This design comes from an exercise in tuning for small area on the open sky130 flow, not from production work. Where RTL was checked, it was by simulation tests only, not by an equivalence proof against the original.

Setup of delta:
==> module rv_alu, before the edit <==
module rv_alu #(parameter fpuen = 1) (
  input  logic clk,
  input  logic xreset,
  input  logic rdy,
  input  alu_t alu,
  input  u32_t rrd1,
  input  u32_t rrd2,
  input  u32_t csr_rd,
  output u32_t rwdat,
  output u32_t rwdatx,
  output logic cmpl,
  output logic mulop
  );
  logic fm, sa, sb;
  logic [32:0] ma, mb;
  logic [63:0] prod;
  assign fm = (alu == FMUL);
  assign sa = rrd1[31] & (alu == MULH || alu == MULHSU);
  assign sb = rrd2[31] & (alu == MULH);
  assign ma = {sa, rrd1[31:24] & {8{~fm}}, rrd1[23] | fm, rrd1[22:0]};
  assign mb = {sb, rrd2[31:24] & {8{~fm}}, rrd2[23] | fm, rrd2[22:0]};
  rv_mul33 u_rv_mul33 (.a(ma), .b(mb), .p(prod));
  u32_t rwd, rwdx;
  logic cmplm, mulopm;
  rv_muldiv u_rv_muldiv(	 
    .clk(clk),   .xreset(xreset), .rdy(rdy),
    .alu(alu),
    .rrd1(rrd1), .rrd2(rrd2), .prod(prod),
    .rwdat(rwd), .rwdatx(rwdx),
    .cmpl(cmplm), .mulop(mulopm)
  );
  u32_t rwdatf, rwdatxf;
  logic [31:0] fnin, fnout;
  logic [5:0]  flz;
  logic        flt30;
  logic cmplf, mulopf;
  rv_fpu u_rv_fpu (
    .clk    (clk),
    .xreset (xreset),
    .rdy    (rdy),
    .alu    (alu),
    .rrd1   (rrd1),
    .rrd2   (rrd2),
    .mprod  (prod[47:0]),
    .nin    (fnin),
    .lz     (flz),
    .nout   (fnout),
    .mlt_in (flt30),
    .rwdat  (rwdatf),
    .rwdatx (rwdatxf),
    .cmpl   (cmplf),
    .mulop  (mulopf)
    );
  assign mulop = mulopm | mulopf;
  assign cmpl = cmplm | cmplf;
  assign rwdatx = rwdx | rwdatxf;
  logic isub, aco, ltu, lts;
  u32_t asum;
  assign isub = (alu == SUB) || (alu == SLT) || (alu == SLTU) ||
                (alu == FEQ) || (alu == FLT) || (alu == FLE) || (alu == FMIN) || (alu == FMAX);
  assign flt30 = ~(asum[31] ^ rrd1[31] ^ ~rrd2[31]);
  rv_add #(32) u_add (.a(rrd1), .b(rrd2 ^ {32{isub}}), .ci(isub), .s(asum), .co(aco));
  assign ltu = ~aco;
  assign lts = ltu ^ rrd1[31] ^ rrd2[31];
  logic sleft, sfill;
  u32_t sin, sout, srev;
  logic [32:0] sext;
  always_comb begin
    sleft = (alu == SLL);
    sfill = (alu == SRA) & rrd1[31];
    for (int i = 0; i < 32; i++) sin[i] = sleft ? rrd1[31-i] : rrd1[i];
    sext = $signed({sfill, sin}) >>> rrd2[4:0];
    srev = rrd2[5] ? {32{sfill}} : sext[31:0];
    for (int i = 0; i < 32; i++) sout[i] = sleft ? srev[31-i] : srev[i];
  end
  assign fnout = fnin << flz[4:0];	 
  always_comb begin
  case(alu)	 
  ADD:    rwdat = asum;
  S2:     rwdat = rrd2;
  SLT:    rwdat = {31'd0, lts};
  SLTU:   rwdat = {31'd0, ltu};
  XOR:    rwdat = rrd1 ^ rrd2;
  OR:     rwdat = rrd1 | rrd2;
  AND:    rwdat = rrd1 & rrd2;
  SLL:    rwdat = sout;
  SRL:    rwdat = sout;
  SRA:    rwdat = sout;
  SUB:    rwdat = asum;
  CSR:    rwdat = csr_rd;
  DIV:    rwdat = rwd;
  DIVU:   rwdat = rwd;
  REM:    rwdat = rwd;
  REMU:   rwdat = rwd;
  default: rwdat = rwdatf;
  endcase
  end
endmodule
clock: 36.0 ns
lec_check: 0
abc_area: 1
cap_margin: 20
core_margin: 2
core_utilization: 40
cts_cluster_diameter: 100
cts_cluster_size: 20
slew_margin: 10
standard.sh (not shown) runs the stock make flow with config.mk's settings and CLKGATE_MAP_FILE= SYNTH_SCRIPT=/design/flow/synth_recipe.tcl, a recipe that flattens the netlist after the stock synthesis.
==> flow/flow/run.sh <==
#!/bin/bash
# Own layout flow = the standard ORFS flow with a re-mapped synthesis netlist.
#  2. fapol.py: choose the polarity of each full adder so that fewer inverters are needed
#  3. resynthesis: all combinational cells except full/half adders are dissolved into logic
#     and mapped again by ABC with an area-oriented script (flow/abc.script); registers,
#     adders and tie cells are kept as they are
#  5. the standard layout flow (bash standard.sh finish) on the chosen netlist, with the make
#     settings listed in flow/extra.txt (clock tree options, port buffer cell, buf_4 left out of timing repair)
# Each tool writes its full output to a log file of its own in this folder (log_*.txt).
set -uo pipefail
W=$(pwd)
F=$W/flow
R=orfs/results/${FLOW_PLATFORM}/rv_core/base
export PATH="$FLOW_HOME/../tools/install/yosys/bin:$FLOW_HOME/../tools/install/OpenROAD/bin:$PATH"

echo "== reference synthesis"
bash standard.sh synth > log_synth_reference.txt 2>&1 || { echo "reference synthesis failed"; exit 1; }
cp "$R/1_2_yosys.v" ref.v

LIB=$(make -s -C "$FLOW_HOME" DESIGN_CONFIG="$W/config.mk" WORK_HOME="$W/orfs" print-LIB_FILES 2>/dev/null | sed -n 's/^LIB_FILES: *//p' | awk '{print $1}')
DU=$(make -s -C "$FLOW_HOME" DESIGN_CONFIG="$W/config.mk" WORK_HOME="$W/orfs" print-DONT_USE_CELLS 2>/dev/null | sed -n 's/^DONT_USE_CELLS: *//p')
DUA=""; for c in $DU; do DUA="$DUA -dont_use $c"; done
printf 'set_driving_cell sky130_fd_sc_hd__buf_1\nset_load 5\n' > abc.constr

resyn() {  # $1 in.v  $2 out.v  $3 tag
  python3 "$F/fapol.py" "$1" "pol_$3.v" > "log_fapol_$3.txt" 2>&1 || return 1
  cat > "resyn_$3.ys" <<EOY
read_liberty -ignore_miss_func $LIB
read_verilog pol_$3.v
hierarchy -top ${FLOW_TOP}
setattr -mod -set keep_hierarchy 1 sky130_fd_sc_hd__fa_* sky130_fd_sc_hd__ha_* sky130_fd_sc_hd__*df* sky130_fd_sc_hd__conb_*
flatten
delete t:\$scopeinfo
opt_clean -purge
abc -script $F/abc.script -liberty $LIB $DUA -constr $W/abc.constr -D $(awk "BEGIN{print ${FLOW_PERIOD_NS}*1000}")
opt_clean -purge
setundef -zero
hilomap -singleton -hicell sky130_fd_sc_hd__conb_1 HI -locell sky130_fd_sc_hd__conb_1 LO
splitnets
opt_clean -purge
insbuf -buf sky130_fd_sc_hd__buf_4 A X
select ${FLOW_TOP}
tee -o stat_$3.txt stat -liberty $LIB
write_verilog -noattr -nohex -nodec -selected $2
EOY
  yosys -s "resyn_$3.ys" > "log_resyn_$3.txt" 2>&1 || return 1
}

use=ref.v
echo "== resynthesis"
if resyn ref.v mine1.v 1 && resyn mine1.v mine2.v 2 && resyn mine2.v mine3.v 3; then
  # candidates from the smallest area to the largest
  cands=$(for i in 1 2 3; do echo "$(sed -n "s/.*Chip area for module .*: //p" stat_$i.txt) mine$i.v"; done | sort -g | awk '{print $2}')
  for cand in $cands; do
    if python3 "$F/regcheck.py" ref.v $cand > log_regcheck_$cand.txt 2>&1 && \
       bash "$F/cec.sh" "$LIB" ref.v $cand > log_cec_$cand.txt 2>&1 && \
       grep -q "Networks are equivalent" log_cec_$cand.txt; then
      use=$cand; break
    fi
  done
fi
echo "netlist used: $use"
grep -i "chip area" orfs/reports/${FLOW_PLATFORM}/rv_core/base/synth_stat.txt stat_*.txt 2>/dev/null
if [[ $use != ref.v ]]; then
  cp $use "$R/1_2_yosys.v"
fi

echo "== layout"
# extra make variables for the layout steps (one assignment per line), e.g. CTS options
EXTRA=()
if [[ -f "$F/extra.txt" ]]; then
  while IFS= read -r line; do [[ -n "$line" && "$line" != \#* ]] && EXTRA+=("$line"); done < "$F/extra.txt"
fi
echo "extra layout settings: ${EXTRA[*]:-none}"
bash standard.sh "${EXTRA[@]}" finish > log_layout.txt 2>&1 || { echo "layout failed"; tail -20 log_layout.txt; exit 1; }
ls -la out/
Other scripts of this flow, unchanged in this note and not shown: flow/flow/abc.script, flow/flow/cec.sh, flow/flow/cutflops.py, flow/flow/extra.txt, flow/flow/fapol.py, flow/flow/regcheck.py
delta did not stop at any stage, and its layout met the timing, DRC and antenna checks.
Here is what was changed in the inputs of alpha compared with delta.
--- a/flow/design.v
+++ b/flow/design.v
@@ -2338,5 +2338,5 @@
                 (alu == FEQ) || (alu == FLT) || (alu == FLE) || (alu == FMIN) || (alu == FMAX);
   assign flt30 = ~(asum[31] ^ rrd1[31] ^ ~rrd2[31]);
-  rv_add #(32) u_add (.a(rrd1), .b(rrd2 ^ {32{isub}}), .ci(isub), .s(asum), .co(aco));
+  rv_addcs #(32, 16) u_add (.a(rrd1), .b(rrd2 ^ {32{isub}}), .ci(isub), .s(asum), .co(aco));
   assign ltu = ~aco;
   assign lts = ltu ^ rrd1[31] ^ rrd2[31];
### Flow results
alpha completed; timing, DRC and antenna clean
In alpha, routed metal-1 wire length is lower than in delta.
The vias per cell in alpha sits 0.078 above the value recorded for delta.
alpha vs delta: critical path depth up by a few percent
delta → alpha: wire length after detailed routing fell by 3.5%; clock tree skew after final layout rose by 0.025 ns; number of buffer and inverter instances along the worst setup path fell by 3.
Sequential share of layout area: alpha and delta compared, higher one is alpha
Only the layout flow was run in delta; the RTL was not checked for function there.

## static timing again, ports no longer ideal
In the flow no input, the clock included, has a driving cell. The finished layouts below were timed again as built, in two steps. Step 1 sets driving cells, clkbuf_16 on the clock port and buf_2 on the other inputs (assumed; they add their load-dependent delay and slew). Step 2 also shifts input and output timing later by t, the mid clock arrival at the registers, as if the neighbouring blocks saw the same clock. a / b / c = no drivers / after step 1 / after step 2; a / b = the first two.
run	t, ns	slack for setup (ns)	pins driven straight from the clock port
delta	0.873	0.633 / 0.532 / 1.405	1
alpha	0.873	1.098 / 0.988 / 1.860	1
After both steps setup and hold are still met in every run listed.
